This is an optimization exercise on Yosys and OpenROAD, whose aim is small area, not a production implementation.
Where RTL was checked, it was by simulation tests only, not by an equivalence proof against the original.
The clock input has no modelled driver; a real chip could not lean on it and would need a root buffer or a full tree.
No activity file was given, so power comes from the tool's default toggle rates.

==> delta <==
==> flow/design.v <==
module protein_kontrol(
input clk,
input rst,
input [5:0] kodon1,
input [5:0] kodon2,
output [63:0] puan,
output reg [9:0] uzunluk,
output reg bitti_mi
    );
    wire [5:0] x = kodon1 ^ kodon2;
    wire d0 = x[1] | x[0];
    wire d1 = x[3] | x[2];
    wire d2 = x[5] | x[4];
    reg [1:0] m1, m2;
    reg [11:0] p;
    reg basla;
    wire start = kodon1 == 6'b000110;
    wire stop  = ~kodon1[5] & kodon1[4] & ~kodon1[2] & ~kodon1[0] & ~(kodon1[3] & kodon1[1]);
    wire uzun = &{uzunluk[9:5], uzunluk[3], uzunluk[0]};
    wire clr = rst | bitti_mi;
    wire [1:0] a = m2;
    wire [12:0] pc;
    wire [11:0] ps;
    assign ps[0] = p[0] ^ a[0];
    assign pc[1] = p[0] & a[0];
    assign ps[1] = p[1] ^ a[1] ^ pc[1];
    assign pc[2] = (p[1] & a[1]) | (pc[1] & (p[1] ^ a[1]));
    genvar i;
    generate for (i = 2; i < 12; i = i + 1) begin : pinc
        assign ps[i] = p[i] ^ pc[i];
        assign pc[i+1] = p[i] & pc[i];
    end endgenerate
    wire [10:0] lc;
    wire [9:0] ls;
    assign lc[0] = basla;
    generate for (i = 0; i < 10; i = i + 1) begin : linc
        assign ls[i] = uzunluk[i] ^ lc[i];
        assign lc[i+1] = uzunluk[i] & lc[i];
    end endgenerate
    always @(posedge clk) begin
        m1 <= {(d0 & d1) | (d0 & d2) | (d1 & d2), d0 ^ d1 ^ d2};
        m2 <= ~m1 & {2{~clr & (basla | start)}};
        basla <= ~clr & (basla | start);
        bitti_mi <= ~clr & (uzun | stop);
        uzunluk <= ls & {10{~clr}};
        p <= ps & {12{~clr}};
    end
    assign puan = {52'd0, p};
endmodule
==> flow/flow/run.sh <==
#!/bin/bash
# Own layout flow: the standard synthesis unchanged, then the standard ORFS
# layout with these changes:
#  - the constant-0 outputs share the one tie cell synthesis makes
#    (SKIP_REPAIR_TIE_FANOUT), instead of one tie cell per port;
#  - port buffers use buf_1 instead of clkdlybuf4s50_1;
#  - the clock tree is one buffer driving all flip-flops (cts_post.tcl).
set -euo pipefail
F=$PWD/flow
bash standard.sh synth > synth.log 2>&1
bash standard.sh SKIP_REPAIR_TIE_FANOUT=1 \
  "BUFFER_PORTS_ARGS=-buffer_cell sky130_fd_sc_hd__buf_1" \
  "CTS_ARGS=-buf_list sky130_fd_sc_hd__clkbuf_8 -root_buf sky130_fd_sc_hd__clkbuf_8 -dont_use_dummy_load" \
  POST_CTS_TCL=$F/cts_post.tcl CLK_LEAVES=${CLK_LEAVES:-4} CLK_LEAF_CELL=${CLK_LEAF_CELL:-sky130_fd_sc_hd__clkbuf_2} \
  finish > layout.log 2>&1
==> flow/flow/cts_post.tcl <==
# Replace the clock tree that CTS built with CLK_LEAVES buffers of cell
# CLK_LEAF_CELL, each driven by the clock port and driving an equal share of
# the flip-flops (split by position), placed at the centre of its share.
set block [ord::get_db_block]
set clk_net [$block findNet clk]
set nleaf $::env(CLK_LEAVES)
set cell $::env(CLK_LEAF_CELL)
set master [[ord::get_db] findMaster $cell]
# walk the tree: collect sinks (non-buffer loads) and the CTS buffers
set sinks {}
set bufs {}
set todo [list $clk_net]
while {[llength $todo]} {
  set net [lindex $todo 0]
  set todo [lrange $todo 1 end]
  foreach it [$net getITerms] {
    if {![$it isInputSignal]} { continue }
    set inst [$it getInst]
    if {[string match "sky130_fd_sc_hd__clkbuf_*" [[$inst getMaster] getName]]} {
      lappend bufs $inst
      lappend todo [[$inst findITerm X] getNet]
    } else {
      lappend sinks $it
    }
  }
}
foreach inst $bufs {
  set onet [[$inst findITerm X] getNet]
  foreach it [$inst getITerms] { if {[$it getNet] ne "NULL"} { $it disconnect } }
  odb::dbInst_destroy $inst
  if {$onet != $clk_net} { odb::dbNet_destroy $onet }
}
foreach it $sinks { $it disconnect }
# split sinks by position along the longer side
set keyed {}
foreach it $sinks {
  set bb [[$it getInst] getBBox]
  set x [expr {([$bb xMin] + [$bb xMax]) / 2}]
  set y [expr {([$bb yMin] + [$bb yMax]) / 2}]
  lappend keyed [list $x $y $it]
}
set xs [lsort -integer [lmap k $keyed {lindex $k 0}]]
set ys [lsort -integer [lmap k $keyed {lindex $k 1}]]
set axis [expr {([lindex $xs end] - [lindex $xs 0]) >= ([lindex $ys end] - [lindex $ys 0]) ? 0 : 1}]
set keyed [lsort -integer -index $axis $keyed]
set n [llength $keyed]
for {set g 0} {$g < $nleaf} {incr g} {
  set lo [expr {$g * $n / $nleaf}]
  set hi [expr {($g + 1) * $n / $nleaf - 1}]
  set inst [odb::dbInst_create $block $master "clkbuf_leaf_$g"]
  set net [odb::dbNet_create $block "clknet_leaf_$g"]
  $net setSigType CLOCK
  [$inst findITerm A] connect $clk_net
  [$inst findITerm X] connect $net
  set sx 0; set sy 0
  foreach k [lrange $keyed $lo $hi] {
    [lindex $k 2] connect $net
    set sx [expr {$sx + [lindex $k 0]}]
    set sy [expr {$sy + [lindex $k 1]}]
  }
  set m [expr {$hi - $lo + 1}]
  $inst setLocation [expr {$sx / $m}] [expr {$sy / $m}]
  $inst setPlacementStatus PLACED
  puts "clock leaf $g: $cell driving $m flip-flops"
}
detailed_placement
check_placement -verbose
estimate_parasitics -placement
report_check_types -max_slew -max_capacitance -violators
==> flow/standard.sh <==
#!/bin/bash
# synth_recipe.tcl (not shown) runs the flow's synth.tcl, then flattens the netlist and writes it again
# the make line also repeats each setting of config.mk as NAME=value (left out here)
make -C /OpenROAD-flow-scripts/flow DESIGN_CONFIG=/design/flow/config.mk WORK_HOME=/design/flow/orfs CLKGATE_MAP_FILE= SYNTH_SCRIPT=/design/flow/synth_recipe.tcl "${@:-finish}"
==> flow/config.mk <==
export PLATFORM = sky130hd
export DESIGN_NAME = protein_kontrol
export DESIGN_NICKNAME = protein_kontrol
export VERILOG_FILES = /design/flow/design.v
export SDC_FILE = /design/flow/constraint.sdc
export NUM_CORES = 8
export LEC_CHECK = 0
export CAP_MARGIN = 20
export CORE_MARGIN = 2
export CORE_UTILIZATION = 40
export SLEW_MARGIN = 20
==> flow/constraint.sdc <==
create_clock -name core_clock -period 5.0 [get_ports {clk}]
set_input_delay 1.0000 -clock core_clock [delete_from_list [all_inputs] [get_ports {clk}]]
set_output_delay 1.0000 -clock core_clock [all_outputs]
set_load 0.01 [all_outputs]
==> willow: changes against delta <==
==> flow/design.v, changed modules only <==
module protein_kontrol(
input clk,
input rst,
input [5:0] kodon1,
input [5:0] kodon2,
output [63:0] puan,
output reg [9:0] uzunluk,
output reg bitti_mi
    );
    wire e0 = kodon1[1:0] == kodon2[1:0];
    wire e1 = kodon1[3:2] == kodon2[3:2];
    wire e2 = kodon1[5:4] == kodon2[5:4];
    reg [1:0] c1, c2;
    reg [11:0] p;
    reg basla;
    wire start = kodon1 == 6'b000110;
    wire stop  = kodon1 == 6'b011000 || kodon1 == 6'b010000 || kodon1 == 6'b010010;
    wire uzun = &{uzunluk[9:5], uzunluk[3], uzunluk[0]};
    always @(posedge clk) begin
        c1 <= e0 + e1 + e2;
        c2 <= c1;
        if (rst || bitti_mi) begin
            basla <= 1'b0;
            bitti_mi <= 1'b0;
            uzunluk <= 10'd0;
            p <= 12'd0;
        end else begin
            basla <= basla | start;
            bitti_mi <= uzun | stop;
            uzunluk <= uzunluk + {9'd0, basla};
            p <= p + (basla ? {10'd0, c2} : 12'd0);
        end
    end
    assign puan = {52'd0, p};
endmodule
==> flow/flow/run.sh (replaced) <==
#!/bin/bash
# Own layout flow: the standard synthesis unchanged, then the standard ORFS
# layout with two changes:
#  - the constant-0 outputs share the one tie cell synthesis makes (no per-port
#    tie cells, SKIP_REPAIR_TIE_FANOUT);
#  - port buffers use the smallest buffer, buf_1, instead of clkdlybuf4s50_1.
set -euo pipefail
bash standard.sh synth > synth.log 2>&1
bash standard.sh SKIP_REPAIR_TIE_FANOUT=1 \
  "BUFFER_PORTS_ARGS=-buffer_cell sky130_fd_sc_hd__buf_1" finish > layout.log 2>&1
removed: flow/flow/cts_post.tcl
==> qor summary <==
| quantity | delta | willow |
|---|---|---|
| Status | timing/DRC/antenna clean | timing/DRC/antenna clean |
| Height of the chip | 66.0 µm | 68.1 µm |
| CTS clock-pin slew for the worst setup and hold paths | 0.12 ns | 0.09 ns |
| Number of nets in the layout | 173 | 197 |
| Filler-free cell count of the finished design | 184 | 226 |
| Wire length per cell after detailed routing | 10.7 µm | 11.0 µm |
| Post-placement worst setup slack | 2.20 ns | 2.88 ns |
| Portion of synthesized cell area occupied by the leading cell type | 36.5% | 34.1% |
| Initial Utilization | 41.6% | 41.3% |
| Final worst clock skew | 0.0118 ns | 0.00317 ns |
| Number of instances in the synthesized netlist | 151 | 190 |
| Routed length on met1 | 798 µm | 1210 µm |
| Internal | 258 µW | 308 µW |
| Fraction of standard cell area in multi-input logic | 42.5% | 43.9% |
| Number of tapcells | 48 | 50 |
| R2r endpoint | p[11]$_DFF_P_ | p[10]$_SDFF_PP0_ |
| Slowest Stage Delay on Critical Path | 0.36 ns | 0.52 ns |
| Vias per cell | 4.35 | 4.81 |
| Post-synthesis to final-layout area growth | -12.1% | -8.84% |
| Core footprint | 0.00369 mm² | 0.00397 mm² |
| Number of stages on the worst hold path | 1 | 0 |
| Mux cell area share after synthesis | 0% | 1.22% |
| Met3 routed WL | 215 µm | 193 µm |
| Logic pwr share | 10.6% | 8.9% |
| Synth Area in Compound Gates | 0.652% | 8.54% |
| Design Power | 338 µW | 405 µW |
| Critical path peak fanout | 2 | 6 |
For willow, only the layout was checked, not whether the RTL still works. The clock cells of delta come from the design's own scripts or RTL, not from TritonCTS.

## afterwards: timing with drivers on the ports
How much do the figures lean on ideal ports? The routed layouts below were timed once more, with nothing changed but the port constraints. Step 1 (the two cells are an assumption about what drives the block):
set clk [get_ports {clk}]
set_driving_cell -lib_cell sky130_fd_sc_hd__clkbuf_16 $clk
set_driving_cell -lib_cell sky130_fd_sc_hd__buf_2 [delete_from_list [all_inputs] $clk]
Step 2, shift: input delay + t, output delay - t, t = (earliest + latest rising clock arrival at the registers) / 2. This alone moves slack from input paths to output paths. Three values: ideal, step 1, step 2; two values: the first two.
| run | shift t [ns] | slack for setup (ns) | worst setup path at the end | slew at the worst register clock pin (ns) | pins driven straight from the clock port |
|---|---|---|---|---|---|
| delta | 0.176 | 2.203 / 2.203 / 2.203 | register to register | 0.12 / 0.12 | 4 |
| willow | 0.294 | 2.856 / 2.856 / 2.856 | register to register | 0.09 / 0.09 | 1 |
After both steps every run listed still meets setup and hold.
